From an optimization exercise on the open Yosys and OpenROAD flow, aimed at small area, a short achievable clock period and few clock cycles; shortcuts taken in it are not production practice.
Where RTL was checked, it was by simulation tests only, not by an equivalence proof against the original.

Setup of S:
==> module fewcore, before the edit <==
module fewcore (clk, reset, imem_addr, imem_rdata, dmem_addr, dmem_wdata, dmem_we, dmem_rdata);
	input clk, reset;
	output [31:0] imem_addr;
	input  [31:0] imem_rdata;
	output [31:0] dmem_addr;
	output [31:0] dmem_wdata;
	output dmem_we;
	input  [31:0] dmem_rdata;
	reg  [31:0] pcF;           
	reg         fv;            
	reg         again;         
	reg         start;         
	reg  [31:0] aX, oX;        
	reg  [31:0] zX;            
	reg         vX, jmpX, cEqX, cNeX, cLeX, cGeX;
	reg  [3:0]  ltX, eqX;       
	wire [31:0] sum;           
	wire [31:0] pcF4 = {pcF[31:2] + 30'd1, pcF[1:0]};
	wire        bLt = ltX[3] | eqX[3] & (ltX[2] | eqX[2] & (ltX[1] | eqX[1] & ltX[0]));
	wire        bEq = &eqX;
	wire        takeX = jmpX | (cEqX & bEq) | (cNeX & ~bEq) | (cLeX & (bLt | bEq)) | (cGeX & ~bLt);
	wire        redir = vX & takeX;
	wire        dHaz;
	wire        refetch = fv & dHaz & ~redir;
	assign imem_addr = redir ? {sum[31:1], 1'b0} : start ? 32'b0 : again ? pcF : pcF4;
	always @(posedge clk) begin
		pcF <= refetch ? pcF : imem_addr;
		if (reset) begin
			fv    <= 1'b0;
			again <= 1'b0;
			start <= 1'b1;
		end else begin
			fv    <= ~refetch;
			again <= refetch;
			start <= 1'b0;
		end
	end
	wire [3:0]  dRs1, dRs2, dRd;
	wire [31:0] dImm;
	wire dUses1, dUses2, dBImm, dWr, dLoad, dStore, dJal, dJalr, dSub, dCmpUns;
	wire dRSum, dRLt, dRXor, dROr, dRAnd, dRSh, dRImm, dRTgt, dRNpc, dShLeft;
	wire dCEq, dCNe, dCLe, dCGe, dLdByte, dLdHalf, dLdUns;
	decoder dec(
		.inst(imem_rdata), .rs1(dRs1), .rs2(dRs2), .rd(dRd), .imm(dImm),
		.uses1(dUses1), .uses2(dUses2), .bImm(dBImm), .wr(dWr),
		.isLoad(dLoad), .isStore(dStore), .isJal(dJal), .isJalr(dJalr),
		.sub(dSub), .cmpUns(dCmpUns),
		.rSum(dRSum), .rLt(dRLt), .rXor(dRXor), .rOr(dROr), .rAnd(dRAnd),
		.rSh(dRSh), .rImm(dRImm), .rTgt(dRTgt), .rNpc(dRNpc), .shLeft(dShLeft),
		.cEq(dCEq), .cNe(dCNe), .cLe(dCLe), .cGe(dCGe),
		.ldByte(dLdByte), .ldHalf(dLdHalf), .ldUns(dLdUns)
	);
	wire dBr = dCEq | dCNe | dCLe | dCGe;
	reg  [3:0]  rdW;
	reg         wW, ldW, ldByteW, ldHalfW, ldUnsW;
	reg  [31:0] resW;
	wire [31:0] ldData, wbData;
	loadUnit lu(.ldByte(ldByteW), .ldHalf(ldHalfW), .ldUns(ldUnsW), .memData(dmem_rdata), .out(ldData));
	assign wbData = ldW ? ldData : resW;
	wire [31:0] rf1, rf2;
	bancoRegistrador rf(
		.clk(clk), .clear(start), .rs1(dRs1), .rs2(dRs2),
		.data(wbData), .rd(rdW), .wEn(wW), .r1(rf1), .r2(rf2)
	);
	reg  [3:0]  rdX;
	reg         wrX, ldX;      
	wire [31:0] res;           
	wire m1 = dRs1 == rdX && wrX;
	wire m2 = dRs2 == rdX && wrX;
	assign dHaz = ldX & ((dUses1 & m1) | (dUses2 & m2));
	wire [31:0] dA = m1 ? res : rf1;
	wire [31:0] dB = m2 ? res : rf2;
	wire [3:0] dLt, dEq;
	forwardingBoard bcmp(.a(dA), .b(dB), .uns(imem_rdata[13]), .lt(dLt), .eq(dEq));
	reg  stV, subX, cmpUnsX, shLeftX;
	reg  rSumX, rLtX, rXorX, rOrX, rAndX, rShX, rXX, rNpcX;
	reg  ldByteX, ldHalfX, ldUnsX;
	always @(posedge clk) begin
		aX   <= (dRTgt | dJal | dBr) ? pcF : dA;
		oX   <= ((dBImm | dRTgt | dJal | dBr | dRImm) ? dImm : dB) ^ {32{dSub}};
		zX   <= dB;
		rdX  <= dRd;
		subX <= dSub;  cmpUnsX <= dCmpUns;  shLeftX <= dShLeft;
		rSumX <= dRSum | dRTgt; rLtX <= dRLt; rXorX <= dRXor; rOrX <= dROr; rAndX <= dRAnd;
		rShX <= dRSh; rXX <= dRImm; rNpcX <= dRNpc;
		ldByteX <= dLdByte; ldHalfX <= dLdHalf; ldUnsX <= dLdUns;
		jmpX <= dJal | dJalr;
		ltX  <= dLt;  eqX <= dEq;
		cEqX <= dCEq; cNeX <= dCNe; cLeX <= dCLe; cGeX <= dCGe;
		if (reset) begin
			vX <= 1'b0; wrX <= 1'b0; ldX <= 1'b0; stV <= 1'b0;
		end else begin
			stV  <= fv & ~redir & ~dHaz & dStore;
			vX   <= fv & ~redir & ~dHaz;
			wrX  <= fv & ~redir & ~dHaz & dWr & (dRd != 4'd0);
			ldX  <= fv & ~redir & ~dHaz & dLoad;
		end
	end
	wire [31:0] shOut;
	wire lt;
	alu alu_m(.a(aX), .b(oX), .sub(subX), .cmpUns(cmpUnsX), .shLeft(shLeftX),
	          .sum(sum), .lt(lt), .shOut(shOut));
	assign res = ({32{rSumX}} & sum) | {31'b0, rLtX & lt} |
	             ({32{rXorX}} & (aX ^ oX)) | ({32{rOrX}} & (aX | oX)) |
	             ({32{rAndX}} & (aX & oX)) | ({32{rShX}} & shOut) |
	             ({32{rXX}} & oX) | ({32{rNpcX}} & pcF);
	assign dmem_addr  = sum;
	assign dmem_wdata = zX;
	assign dmem_we    = stV & ~reset;
	always @(posedge clk) begin
		resW <= res;
		rdW  <= rdX;
		ldByteW <= ldByteX; ldHalfW <= ldHalfX; ldUnsW <= ldUnsX;
		if (reset) begin
			wW  <= 1'b0;
			ldW <= 1'b0;
		end else begin
			wW  <= vX & wrX;
			ldW <= ldX;
		end
	end
endmodule
export LEC_CHECK = 0
export ABC_AREA = 1
export CAP_MARGIN = 10
export CORE_MARGIN = 2
export CORE_UTILIZATION = 40
export PLACE_DENSITY = 0.6
export SLEW_MARGIN = 10
export TNS_END_PERCENT = 10
create_clock -name core_clock -period 12.5 [get_ports {clk}]
standard.sh (not shown) runs the stock make flow with config.mk's settings and CLKGATE_MAP_FILE= SYNTH_SCRIPT=/design/flow/synth_recipe.tcl, a recipe that flattens the netlist after the stock synthesis.
==> flow/flow/run.sh <==
#!/bin/bash
# Own flow: the standard layout (standard.sh, unchanged synthesis) with
#  - the ports buffered by a plain buffer cell instead of the delay cell the
#    resizer picks by default,
#  - timing repair asked to leave setup margin,
#  - a clock tree of fewer, smaller buffers without dummy loads.
# make's full output goes to standard_make.log; ORFS's per-step logs stay
# under orfs/logs.
set -uo pipefail
MARGIN=7.5
CTS="-sink_clustering_enable -repair_clock_nets -dont_use_dummy_load -sink_clustering_size 20 -sink_clustering_max_diameter 130 -buf_list sky130_fd_sc_hd__clkbuf_16"
bash standard.sh "SETUP_SLACK_MARGIN=$MARGIN" \
  "BUFFER_PORTS_ARGS=-buffer_cell sky130_fd_sc_hd__buf_1" \
  "CTS_ARGS=$CTS" \
  finish > standard_make.log 2>&1
Testbench counts of S, summed over its fixed seeds: cycles 63,270.
Here is what was changed in the inputs of P compared with S.
--- a/flow/design.v
+++ b/flow/design.v
@@ -170,10 +170,9 @@
 	input  [31:0] dmem_rdata;
 	reg  [31:0] pcF;           
-	reg         fv;            
-	reg         again;         
 	reg         start;         
+	wire        fv = ~start;   
 	reg  [31:0] aX, oX;        
 	reg  [31:0] zX;            
-	reg         vX, jmpX, cEqX, cNeX, cLeX, cGeX;
+	reg         vX, rfX, jmpX, cEqX, cNeX, cLeX, cGeX;
 	reg  [3:0]  ltX, eqX;       
 	wire [31:0] sum;           
@@ -182,19 +181,12 @@
 	wire        bEq = &eqX;
 	wire        takeX = jmpX | (cEqX & bEq) | (cNeX & ~bEq) | (cLeX & (bLt | bEq)) | (cGeX & ~bLt);
-	wire        redir = vX & takeX;
+	wire        redirS = vX & takeX;   
+	wire        redir  = redirS | rfX;    
 	wire        dHaz;
-	wire        refetch = fv & dHaz & ~redir;
-	assign imem_addr = redir ? {sum[31:1], 1'b0} : start ? 32'b0 : again ? pcF : pcF4;
-	always @(posedge clk) begin
-		pcF <= refetch ? pcF : imem_addr;
-		if (reset) begin
-			fv    <= 1'b0;
-			again <= 1'b0;
-			start <= 1'b1;
-		end else begin
-			fv    <= ~refetch;
-			again <= refetch;
-			start <= 1'b0;
-		end
+	assign imem_addr = redirS ? {sum[31:1], 1'b0} : rfX ? aX : start ? 32'b0 : pcF4;
+	always @(posedge clk) begin
+		pcF <= imem_addr;
+		if (reset) start <= 1'b1;
+		else       start <= 1'b0;
 	end
 	wire [3:0]  dRs1, dRs2, dRd;
@@ -239,5 +231,5 @@
 	reg  ldByteX, ldHalfX, ldUnsX;
 	always @(posedge clk) begin
-		aX   <= (dRTgt | dJal | dBr) ? pcF : dA;
+		aX   <= (dRTgt | dJal | dBr | dHaz) ? pcF : dA;
 		oX   <= ((dBImm | dRTgt | dJal | dBr | dRImm) ? dImm : dB) ^ {32{dSub}};
 		zX   <= dB;
@@ -251,8 +243,9 @@
 		cEqX <= dCEq; cNeX <= dCNe; cLeX <= dCLe; cGeX <= dCGe;
 		if (reset) begin
-			vX <= 1'b0; wrX <= 1'b0; ldX <= 1'b0; stV <= 1'b0;
+			vX <= 1'b0; rfX <= 1'b0; wrX <= 1'b0; ldX <= 1'b0; stV <= 1'b0;
 		end else begin
 			stV  <= fv & ~redir & ~dHaz & dStore;
 			vX   <= fv & ~redir & ~dHaz;
+			rfX  <= fv & ~redir & dHaz;
 			wrX  <= fv & ~redir & ~dHaz & dWr & (dRd != 4'd0);
 			ldX  <= fv & ~redir & ~dHaz & dLoad;
[summary]
P: synthesized cell count is about 2.4% higher than what S reported.
Compared P vs S, and met1 wire length is down in P.
P vs S on share of the clock period used by the worst path after layout: P is the higher one.
P reports a lower wire length on met2 than S does.
Note that the post-cts resize count recorded for S amounts to 0.78 times the value seen in P.
Run comparison: S cell type of the slowest stage on the worst timing path sky130_fd_sc_hd__buf_1; P cell type of the slowest stage on the worst timing path sky130_fd_sc_hd__dfxtp_4
The setup slack at placement of P is lower than that of S.
No functional check of the RTL was part of P.

==> static timing again, ports no longer ideal <==
In the flow no input, the clock included, has a driving cell. The finished layouts below were timed again as built, in two steps.
Step 1: set_driving_cell puts a clkbuf_16 on clk and a buf_2 on each other input, an assumption about the parent block.
Step 2 times the ports against the registers' clock, not the clock port: input delays grow and output delays shrink by t, the midpoint of the rising clock arrivals with the driver on.
a / b / c = ideal ports / drivers / drivers and shift; a / b = the first two.
| run | t, ns | setup slack, ns | worst hold slack (ns) | worst register clock-pin slew, ns | pins driven straight from the clock port |
|---|---|---|---|---|---|
| S | 0.692 | 6.817 / 6.768 / 6.436 | 0.321 / 0.321 / 0.321 | 0.11 / 0.11 | 1 |
| P | 0.684 | 6.798 / 6.730 / 6.148 | 0.334 / 0.334 / 0.334 | 0.09 / 0.09 | 1 |
After both steps setup and hold are still met in every run listed. For P, which loses most, drivers alone change the setup slack by -0.068 ns; drivers and shift together by -0.650 ns.
